Background: an optimization exercise with open tools, aiming at small area and a short achievable clock period. Do not read the settings as production practice.
Function was checked by simulation only, so behaviour that the tests miss may differ from the original.
Power and IR drop assume default switching activity.

==> flow/design.v, too long to show whole: its modules and the start of the top module <==
// module FloatingPointMultiplierSingle: 1601 lines
module FloatingPointMultiplierSingle (clk,reset,en,inputA,inputB,result, OF);
  // ...
==> flow/run.sh <==
#!/bin/bash
# synth_recipe.tcl (not shown) runs the flow's synth.tcl, then flattens the netlist and writes it again
# the make line also repeats each setting of config.mk as NAME=value (left out here)
make -C /OpenROAD-flow-scripts/flow DESIGN_CONFIG=/design/flow/config.mk WORK_HOME=/design/flow/orfs CLKGATE_MAP_FILE= SYNTH_SCRIPT=/design/flow/synth_recipe.tcl finish
==> flow/config.mk <==
export PLATFORM = sky130hd
export DESIGN_NAME = FloatingPointMultiplierSingle
export DESIGN_NICKNAME = FloatingPointMultiplierSingle
export VERILOG_FILES = /design/flow/design.v
export SDC_FILE = /design/flow/constraint.sdc
export NUM_CORES = 4
export LEC_CHECK = 0
export ABC_CLOCK_PERIOD_IN_PS = 4000
export CAP_MARGIN = 20
export CORE_MARGIN = 2
export CORE_UTILIZATION = 45
export SLEW_MARGIN = 20
==> flow/constraint.sdc <==
create_clock -name core_clock -period 11.0 [get_ports {clk}]
set_input_delay 2.2000 -clock core_clock [delete_from_list [all_inputs] [get_ports {clk}]]
set_output_delay 2.2000 -clock core_clock [all_outputs]
set_load 0.01 [all_outputs]
==> results.toml, run 1 <==
[global_routing]
number_of_antenna_violations_at_the_first_check_in_global_routing = 1
groute.layer.met3.usage = 0.0448

[routing]
antenna_left = 0

[critical_path]
crit_required_ns = 11.24
critPathLaunchType = "input port"
ordered_list_of_cells_on_the_worst_path = "clkdlybuf4s50_1 -> clkinv_1 -> nor2_1 -> fa_1 -> inv_1 -> fa_1 -> fa_1 -> fa_1 -> fa_1 -> fa_1 -> fa_1 -> inv_1 -> fa_1 -> mux2i_1 -> nor2_1"
setup.worst_path.end = "q_row1[9]"

[timing]
setup-violations-final = 0
worst_clock_skew_ns = 0.0178
maxClockFrequency_ghz = 0.132
timing.slew.headroom = 0.348

[floorplanning]
start_util = 0.457
die_area_sq_um = 54300

[final_layout]
final_net_count = 3368
non_clock_buffer_count = 146
nClkBuffers = 9
largest_register_ffs = 32

[cts]
cts.clk_slew.worst_paths_ns = 0.08
clock_buffer_count_from_cts = 9
post-cts-setup-buffers = 0
cts.hold.buffers_added = 0

[synth]
synth_nets = 3349
ys_async_sr_fraction = 0
synth.yosys.seq_area_share = 0.0924
post_synth_fa_ha_maj_area_fraction = 0.473

[power]
leakage_nw = 11.9
intPower_mw = 2.26

[placed_design]
place_congestion = 0.917

[outcome]
status = "no timing/DRC/antenna violations"
==> run 2, diff against run 1 <==
--- a/flow/config.mk
+++ b/flow/config.mk
@@ -5,7 +5,6 @@
 export SDC_FILE = /design/flow/constraint.sdc
 export NUM_CORES = 4
 export LEC_CHECK = 0
-export ABC_CLOCK_PERIOD_IN_PS = 4000
 export CAP_MARGIN = 20
 export CORE_MARGIN = 2
 export CORE_UTILIZATION = 45
==> run 2 against run 1 <==
Compared with the run above: first-iteration DRC count did not move; flip-flop and latch count did not move; combinational power barely moved.
==> results.toml, run 2 <==
[routing]
wl_per_cell_um = 21.5
detail_route.first_pass.iterations = 5
drc = 0
detailroute.via_count = 18800
antenna_left = 0
initialDrtViolationCount = 1344
avgViaCountPerCell = 5.55
drt-total-wl_um = 72600

[timing]
fin_crit_ns = 7.58
setup_tns_ns = 0
worst_clock_skew_ns = 0.0178
final_critical_path_share_of_the_clock_period = 0.689
finalHoldViolCount = 0
worst-slew-pin-transition_ns = 0.975
slew_violations = 0
maxClockFrequency_ghz = 0.132
timing.slew.headroom = 0.348
setup-violations-final = 0
worst_slack_ns = 3.42
unrepaired_setup_endpoints_after_global_routing = "no"

[global_routing]
number_of_antenna_violations_at_the_first_check_in_global_routing = 1
global_route.overflow_total = 0
most_utilized_layer_in_the_global_route_result = "met2"
maximum_number_of_pins_on_one_net_before_global_route_repair = 75
grtUsageTotal = 0.277
groute.layer.met3.usage = 0.0448
grt_pass1_wl_um = 114000
met1_usage = 0.366
first_global_vias = 20000
gr-usage-met2 = 0.461

[power]
pwr-share-comb = 0.815
max-vdd-ir-drop_mv = 0.158
sequentialPowerShare = 0.114
cellPowerDensity_nw_per_um2 = 183
pwr-share-clk = 0.071
report.power.total_mw = 4.69
leakage_nw = 11.9
power.share.switching = 0.518
p_sw_mw = 2.43
intPower_mw = 2.26

[critical_path]
data_arrival_time_of_the_critical_path_ns = 7.82
critical_path.startpoint = "inputA[0]"
critical-path-top-delay-family = "adder cells"
worst_path_max_delay_cell = "sky130_fd_sc_hd__clkdlybuf4s50_1"
ordered_list_of_cells_on_the_worst_path = "clkdlybuf4s50_1 -> clkinv_1 -> nor2_1 -> fa_1 -> inv_1 -> fa_1 -> fa_1 -> fa_1 -> fa_1 -> fa_1 -> fa_1 -> inv_1 -> fa_1 -> mux2i_1 -> nor2_1"
timing.reg2reg.setup_slack_ns = 6.52
cpMostUsedCell = "sky130_fd_sc_hd__fa_1"
crit_required_ns = 11.24
setup.worst_path.end = "q_row1[9]"
critPathLaunchType = "input port"
cp_endpoint_kind = "flop"
r2r.worst_path.cells = 15
critical_path.max_stage_delay_ns = 1.11
critical_path_class = "in2reg"
critical_path.reg2reg.startpoint = "q_row0[12]"
timing.rr.end = "result[30]"
total_buffers_and_inverters_traversed_by_the_critical_path = 4
worst-path-max-fanout = 19
instance_count_on_the_critical_path = 15

[floorplanning]
std_cell_rows = 83
start_util = 0.457
dieHeight_um = 233
die-width_um = 233
die_area_sq_um = 54300
io_pins = 100
design.core.area_sq_um = 51600

[cts]
cts.hold.buffers_added = 0
worst_skew_pair.late_latency_ns = 0.38
postCtsResizedCells = 0
clock_buffer_count_from_cts = 9
cts_tree = "built"
ctsRootBufferMaster = "sky130_fd_sc_hd__clkbuf_16"
htree_num_levels = 3
clockBufferDepth = 2
post-cts-setup-buffers = 0
cts.clk_slew.worst_paths_ns = 0.08
cts.sink_count = 109

[synth]
synth-edff-count = 0
ys_async_sr_fraction = 0
netlist_cell_types = 70
yosys-top-cells-area = "sky130_fd_sc_hd__fa_1 41%, sky130_fd_sc_hd__dfxtp_1 9.2%, sky130_fd_sc_hd__and2_1 8.7%"
synth_top_area_frac = 0.411
synth.yosys.seq_area_share = 0.0924
synthTopCellsByCount = "534 x sky130_fd_sc_hd__inv_1, 485 x sky130_fd_sc_hd__fa_1, 329 x sky130_fd_sc_hd__and2_1, 192 x sky130_fd_sc_hd__nand2_1, 185 x sky130_fd_sc_hd__nor2_1"
postSynth.topFlopCell = "sky130_fd_sc_hd__dfxtp_1"
synth_nets = 3349
count_of_mapped_cells_out_of_synthesis = 2681
mapped_area_sq_um = 23600
post_synth.cell_area_avg_sq_um = 8.81
ys_seq_elements = 109
yosysWarningCount = 1
synth.largest_area_cell = "sky130_fd_sc_hd__fa_1"
synth.most_common_cell = "sky130_fd_sc_hd__inv_1"

[final_layout]
largest_register_ffs = 32
diodes = 0
fraction_of_final_layout_cells_with_drive_strength_greater_than_1 = 0.0344
final_net_count = 3368
top_register = "result"
fillerInstances = 4959
final_cell_count_no_fill = 3385
layout_commonest_cell = "sky130_fd_sc_hd__inv_1"
post-route-cell-area_sq_um = 25600
top_regs = "result x32, q_row0 x31, q_row1 x31"
syn2layout_area_growth_pct = 8.27
most-common-layout-cells = "534 x sky130_fd_sc_hd__inv_1, 485 x sky130_fd_sc_hd__fa_1, 329 x sky130_fd_sc_hd__and2_1"

[placed_design]
dpl.hpwl_um = 52600
place_congestion = 0.917
dpl_cell_area_sq_um = 25300
placement.io_buffers = 99
post-place-ws_ns = 3.10
post-place-cells = 3369

[outcome]
status = "no timing/DRC/antenna violations"

[min_path]
hold_path.class = "reg2reg"

[job]
max_cap_viol_count = 0
run 2: cell type report:
class / count / area (sq um) / share of cell area
multi-input combinational: 1891 / 18900 / 0.738
sequential: 109 / 2180 / 0.0854
inverter: 543 / 2040 / 0.0797
timing repair buffer: 146 / 1330 / 0.0520
tap: 680 / 851 / 0.0333
clock buffer: 9 / 225 / 0.00881
clock inverter: 7 / 78.8 / 0.00308
run 2: layer usage:
layer  share of wire  up-vias
met3           0.082      170
met4           0.036        0
met2            0.47      799
met1            0.41     9554
met5               0        -
li1                -     8250
run 2: worst register-to-register path, cell delays in order, from the launching register on:
cell                       delay (ns)
sky130_fd_sc_hd__dfxtp_1         0.33
sky130_fd_sc_hd__ha_1            0.50
sky130_fd_sc_hd__nand2_1         0.19
sky130_fd_sc_hd__nor4_2          0.35
sky130_fd_sc_hd__a221oi_2        0.15
sky130_fd_sc_hd__o211a_1         0.29
sky130_fd_sc_hd__o31a_1          0.30
sky130_fd_sc_hd__buf_4           0.23
sky130_fd_sc_hd__inv_1           0.64
sky130_fd_sc_hd__ha_1            0.32
sky130_fd_sc_hd__and3_1          0.21
sky130_fd_sc_hd__nand3_1         0.13
sky130_fd_sc_hd__or2_2           0.33
sky130_fd_sc_hd__xnor2_1         0.13
sky130_fd_sc_hd__o211ai_1        0.16
sky130_fd_sc_hd__a21oi_1         0.08
run 2: stage by stage:
step,hold WS [ns],utilization
global route,0.468,0.495
CTS,0.448,0.495
floorplan,0.441,-
global placement,0.437,0.489
finish,0.444,0.495
detailed placement,0.436,0.489
run 2: power groups by stage:
| stage | clock network [mW] | logic, mW | registers (mW) |
|---|---|---|---|
| detailed placement | 0 | 3.79 | 0.541 |
| global route | 0.360 | 4.35 | 0.542 |
| floorplan | 0 | 2.61 | 0.528 |
| CTS | 0.344 | 3.81 | 0.533 |
| finish | 0.335 | 3.82 | 0.533 |
| global placement | 0 | 3.69 | 0.540 |
run 2: logic make-up after synthesis:
group / synth area share
AND/OR/NAND/NOR: 0.200
adder cells (fa/ha/maj): 0.473
buffers and inverters: 0.109
multiplexers: 0.0314
AO/OA/AOI/OAI: 0.0771
XOR/XNOR: 0.0178
flip-flops: 0.0924
run 2: worst min-delay path by stage:
stage | start | end | depth (start not counted)
after floorplan | q_row0[30] | q_row0[30] | 2
after global placement | result[5] | result[5] | 2
after detailed placement | result[5] | result[5] | 2
after CTS | result[5] | result[5] | 2
after global routing | result[5] | result[5] | 2
final | result[5] | result[5] | 2
==> run 3, diff against run 2 <==
--- a/flow/config.mk
+++ b/flow/config.mk
@@ -8,4 +8,6 @@
 export CAP_MARGIN = 20
 export CORE_MARGIN = 2
 export CORE_UTILIZATION = 45
+export SETUP_SLACK_MARGIN = 4
 export SLEW_MARGIN = 20
+export TNS_END_PERCENT = 100
==> run 3 against run 2 <==
Compared with the run above: clock skew is 0.00064 ns higher; critical path depth increased by 1; flip-flop and latch count stayed put; sequential power about the same; sequential share of layout area fell by 0.096 points; setup slack better by 0.66 ns; core utilization grew 0.56 points; synthesized cell count unchanged; first-iteration DRC count up 3.0%; clock power about the same; worst hold slack about the same; critical path type unchanged; critical endpoint unchanged.
==> results.toml, run 3 <==
[min_path]
hold_path.class = "reg2reg"

[synth]
ys_async_sr_fraction = 0
yosys-top-cells-area = "sky130_fd_sc_hd__fa_1 41%, sky130_fd_sc_hd__dfxtp_1 9.2%, sky130_fd_sc_hd__and2_1 8.7%"
netlist_cell_types = 70
ys_seq_elements = 109
synthTopCellsByCount = "534 x sky130_fd_sc_hd__inv_1, 485 x sky130_fd_sc_hd__fa_1, 329 x sky130_fd_sc_hd__and2_1, 192 x sky130_fd_sc_hd__nand2_1, 185 x sky130_fd_sc_hd__nor2_1"
synth_nets = 3349
synth-edff-count = 0
count_of_mapped_cells_out_of_synthesis = 2681
post_synth.cell_area_avg_sq_um = 8.81
yosysWarningCount = 1
mapped_area_sq_um = 23600
postSynth.topFlopCell = "sky130_fd_sc_hd__dfxtp_1"
synth.yosys.seq_area_share = 0.0924
synth.most_common_cell = "sky130_fd_sc_hd__inv_1"
synth.largest_area_cell = "sky130_fd_sc_hd__fa_1"
synth_top_area_frac = 0.411

[critical_path]
data_arrival_time_of_the_critical_path_ns = 7.16
ordered_list_of_cells_on_the_worst_path = "clkdlybuf4s50_1 -> buf_4 -> clkinvlp_4 -> nor2_1 -> fa_1 -> inv_1 -> fa_1 -> fa_1 -> fa_1 -> fa_1 -> fa_1 -> fa_1 -> inv_1 -> fa_1 -> mux2i_1 -> nor2_1"
critical_path_class = "in2reg"
total_buffers_and_inverters_traversed_by_the_critical_path = 5
cp_endpoint_kind = "flop"
crit_required_ns = 11.24
critical-path-top-delay-family = "adder cells"
cpMostUsedCell = "sky130_fd_sc_hd__fa_1"
worst_path_max_delay_cell = "sky130_fd_sc_hd__fa_1"
critPathLaunchType = "input port"
worst-path-max-fanout = 21
critical_path.max_stage_delay_ns = 0.52

[floorplanning]
die_area_sq_um = 54300
die-width_um = 233
std_cell_rows = 83
dieHeight_um = 233
io_pins = 100
design.core.area_sq_um = 51600
start_util = 0.457

[routing]
met2_wirelength_um = 34300
drt-total-wl_um = 73200
avgViaCountPerCell = 5.55
detail_route.first_pass.iterations = 6
route.layer.met1.wl_um = 30200
initialDrtViolationCount = 1384
antenna_left = 0
wl_per_cell_um = 21.5
drc = 0
detailroute.via_count = 18900
wl_met3_um = 6180
dr.max_layer_used = "met4"

[cts]
clockBufferDepth = 2
cts_tree = "built"
ctsRootBufferMaster = "sky130_fd_sc_hd__clkbuf_16"
cts.hold.buffers_added = 0
cts.clk_slew.worst_paths_ns = 0.08
clock_buffer_count_from_cts = 9
worst_skew_pair.late_latency_ns = 0.37
cts.sink_count = 109
htree_num_levels = 3

[global_routing]
number_of_antenna_violations_at_the_first_check_in_global_routing = 1
grtUsageTotal = 0.277
first_global_vias = 20000
maximum_number_of_pins_on_one_net_before_global_route_repair = 75
grt_pass1_wl_um = 114000
global_route.overflow_total = 0

[placed_design]
dpl.hpwl_um = 52600
post-place-cells = 3369
place_congestion = 0.917
post-place-ws_ns = 3.10
placement.io_buffers = 99

[timing]
finalHoldViolCount = 0
unrepaired_setup_endpoints_after_global_routing = "no"
slew_violations = 0
worst-slew-pin-transition_ns = 0.976
setup_tns_ns = 0
fin_crit_ns = 6.92
final_critical_path_share_of_the_clock_period = 0.629
timing.slew.headroom = 0.349
worst_clock_skew_ns = 0.0184
maxClockFrequency_ghz = 0.145
setup-violations-final = 0
worst_slack_ns = 4.08

[final_layout]
fraction_of_final_layout_cells_with_drive_strength_greater_than_1 = 0.0480
layout_commonest_cell = "sky130_fd_sc_hd__inv_1"
syn2layout_area_growth_pct = 9.50
largest_register_ffs = 32
final_cell_count_no_fill = 3408
diodes = 0
most-common-layout-cells = "528 x sky130_fd_sc_hd__inv_1, 485 x sky130_fd_sc_hd__fa_1, 329 x sky130_fd_sc_hd__and2_1"
fillerInstances = 4935
final_net_count = 3391
top_register = "result"
top_regs = "result x32, q_row0 x31, q_row1 x31"

[power]
leakage_nw = 12.1
cellPowerDensity_nw_per_um2 = 182
max-vdd-ir-drop_mv = 0.155
report.power.total_mw = 4.70

[job]
max_cap_viol_count = 0

[outcome]
status = "no timing/DRC/antenna violations"
==> run 3: cell types whose count changed in the layout (fill, tap and decap cells not counted) <==
cell,change
sky130_fd_sc_hd__buf_6,+6
sky130_fd_sc_hd__clkinvlp_4,+9
sky130_fd_sc_hd__inv_1,-6
sky130_fd_sc_hd__inv_4,+3
sky130_fd_sc_hd__clkbuf_2,+1
sky130_fd_sc_hd__buf_4,+12
sky130_fd_sc_hd__clkinv_2,+2
sky130_fd_sc_hd__clkdlybuf4s50_1,-5
sky130_fd_sc_hd__buf_12,+2
sky130_fd_sc_hd__buf_8,+2
sky130_fd_sc_hd__clkbuf_16,+1
sky130_fd_sc_hd__dlymetal6s2s_1,+1
sky130_fd_sc_hd__dlygate4sd2_1,+3
sky130_fd_sc_hd__clkinv_1,-8
==> run 3: path summary, 6_finish.rpt <==
check | startpoint | end | slack, ns | depth (start not counted)
setup / recovery | inputB[14] | q_row1[9] | 4.08 | 16
hold / removal | result[5] | result[5] | 0.44 | 2
hold reg to reg | result[5] | result[5] | 0.44 | 2
setup reg to reg | q_row0[12] | result[30] | 6.58 | 15
==> run 3: stage by stage <==
stage,util,area (sq um),hold slack [ns]
after floorplan,-,23600,0.441
after global placement,0.489,25300,0.437
after detailed placement,0.489,25300,0.436
after CTS,0.495,25600,0.448
after global routing,0.501,25900,0.468
final,0.501,25900,0.443
==> run 3: where the power goes <==
| group | internal, mW | switching (mW) | leakage [nW] | total [mW] |
|---|---|---|---|---|
| Combinational | 1.62 | 2.21 | 11.0 | 3.83 |
| Sequential | 0.485 | 0.0481 | 0.897 | 0.533 |
| Clock | 0.162 | 0.173 | 0.148 | 0.335 |
| Total | 2.27 | 2.43 | 12.1 | 4.70 |
==> run 3: layout make-up <==
cell class | count | area [sq um] | area share
clock inverter | 7 | 78.8 | 0.00305
multi-input combinational | 1891 | 18900 | 0.729
sequential | 109 | 2180 | 0.0844
inverter | 543 | 2080 | 0.0805
clock buffer | 9 | 225 | 0.00871
timing repair buffer | 169 | 1580 | 0.0609
tap | 680 | 851 | 0.0329
==> run 3: timing repair <==
item                       4_1_cts  5_1_grt
resized for setup                9       32
gates cloned                     0        1
setup endpoints to repair       25       20
buffers inserted                 0       22
hold endpoints to repair         0        0
==> run 3: worst register-to-register path, cell delays in order (launching register included) <==
cell                       delay, ns
sky130_fd_sc_hd__dfxtp_1        0.33
sky130_fd_sc_hd__ha_1           0.48
sky130_fd_sc_hd__nand2_1        0.18
sky130_fd_sc_hd__nor4_2         0.33
sky130_fd_sc_hd__a221oi_2       0.15
sky130_fd_sc_hd__o211a_1        0.29
sky130_fd_sc_hd__o31a_1         0.30
sky130_fd_sc_hd__buf_4          0.23
sky130_fd_sc_hd__inv_1          0.63
sky130_fd_sc_hd__ha_1           0.32
sky130_fd_sc_hd__and3_1         0.21
sky130_fd_sc_hd__nand3_1        0.13
sky130_fd_sc_hd__or2_2          0.33
sky130_fd_sc_hd__xnor2_1        0.13
sky130_fd_sc_hd__o211ai_1       0.16
sky130_fd_sc_hd__a21oi_1        0.08
==> run 3: cells by family (layout without fill, tap and decap cells) <==
logic type,Yosys count,count (layout),share of synthesized area
and+or+nand+nor,896,896,0.200
adders and majority gates,601,601,0.473
buffers and inverters,681,728,0.109
muxes,74,74,0.0314
DFF,109,109,0.0924
AOI/OAI and AO/OA,273,273,0.0771
xor gates and xnor gates,47,47,0.0178
==> run 3: routing by layer <==
layer	GRT usage	vias to the layer above
met5	0	-
met4	0.0957	0
met3	0.0438	155
met2	0.461	856
met1	0.367	9602
li1	-	8308

separate check: timing with driven ports:
In the flow no input, the clock included, has a driving cell. The finished layouts below were timed again as built, in two steps.
Step 1: set_driving_cell puts a clkbuf_16 on clk and a buf_2 on each other input, an assumption about the parent block.
Step 2, shift: input delay + t, output delay - t, t = (earliest + latest rising clock arrival at the registers) / 2. This alone moves slack from input paths to output paths.
a / b / c = ideal ports / drivers / drivers and shift; a / b = the first two.
run	t, ns	setup WS [ns]	worst setup path after step 2
run 1	0.414	3.419 / 3.445 / 3.031	input to register
run 2	0.414	3.419 / 3.445 / 3.031	input to register
run 3	0.413	4.080 / 4.104 / 3.690	input to register
After both steps setup and hold are still met in every run listed. The setup slack of run 3, which loses most, moves by +0.024 ns with the drivers and by -0.390 ns with both steps.
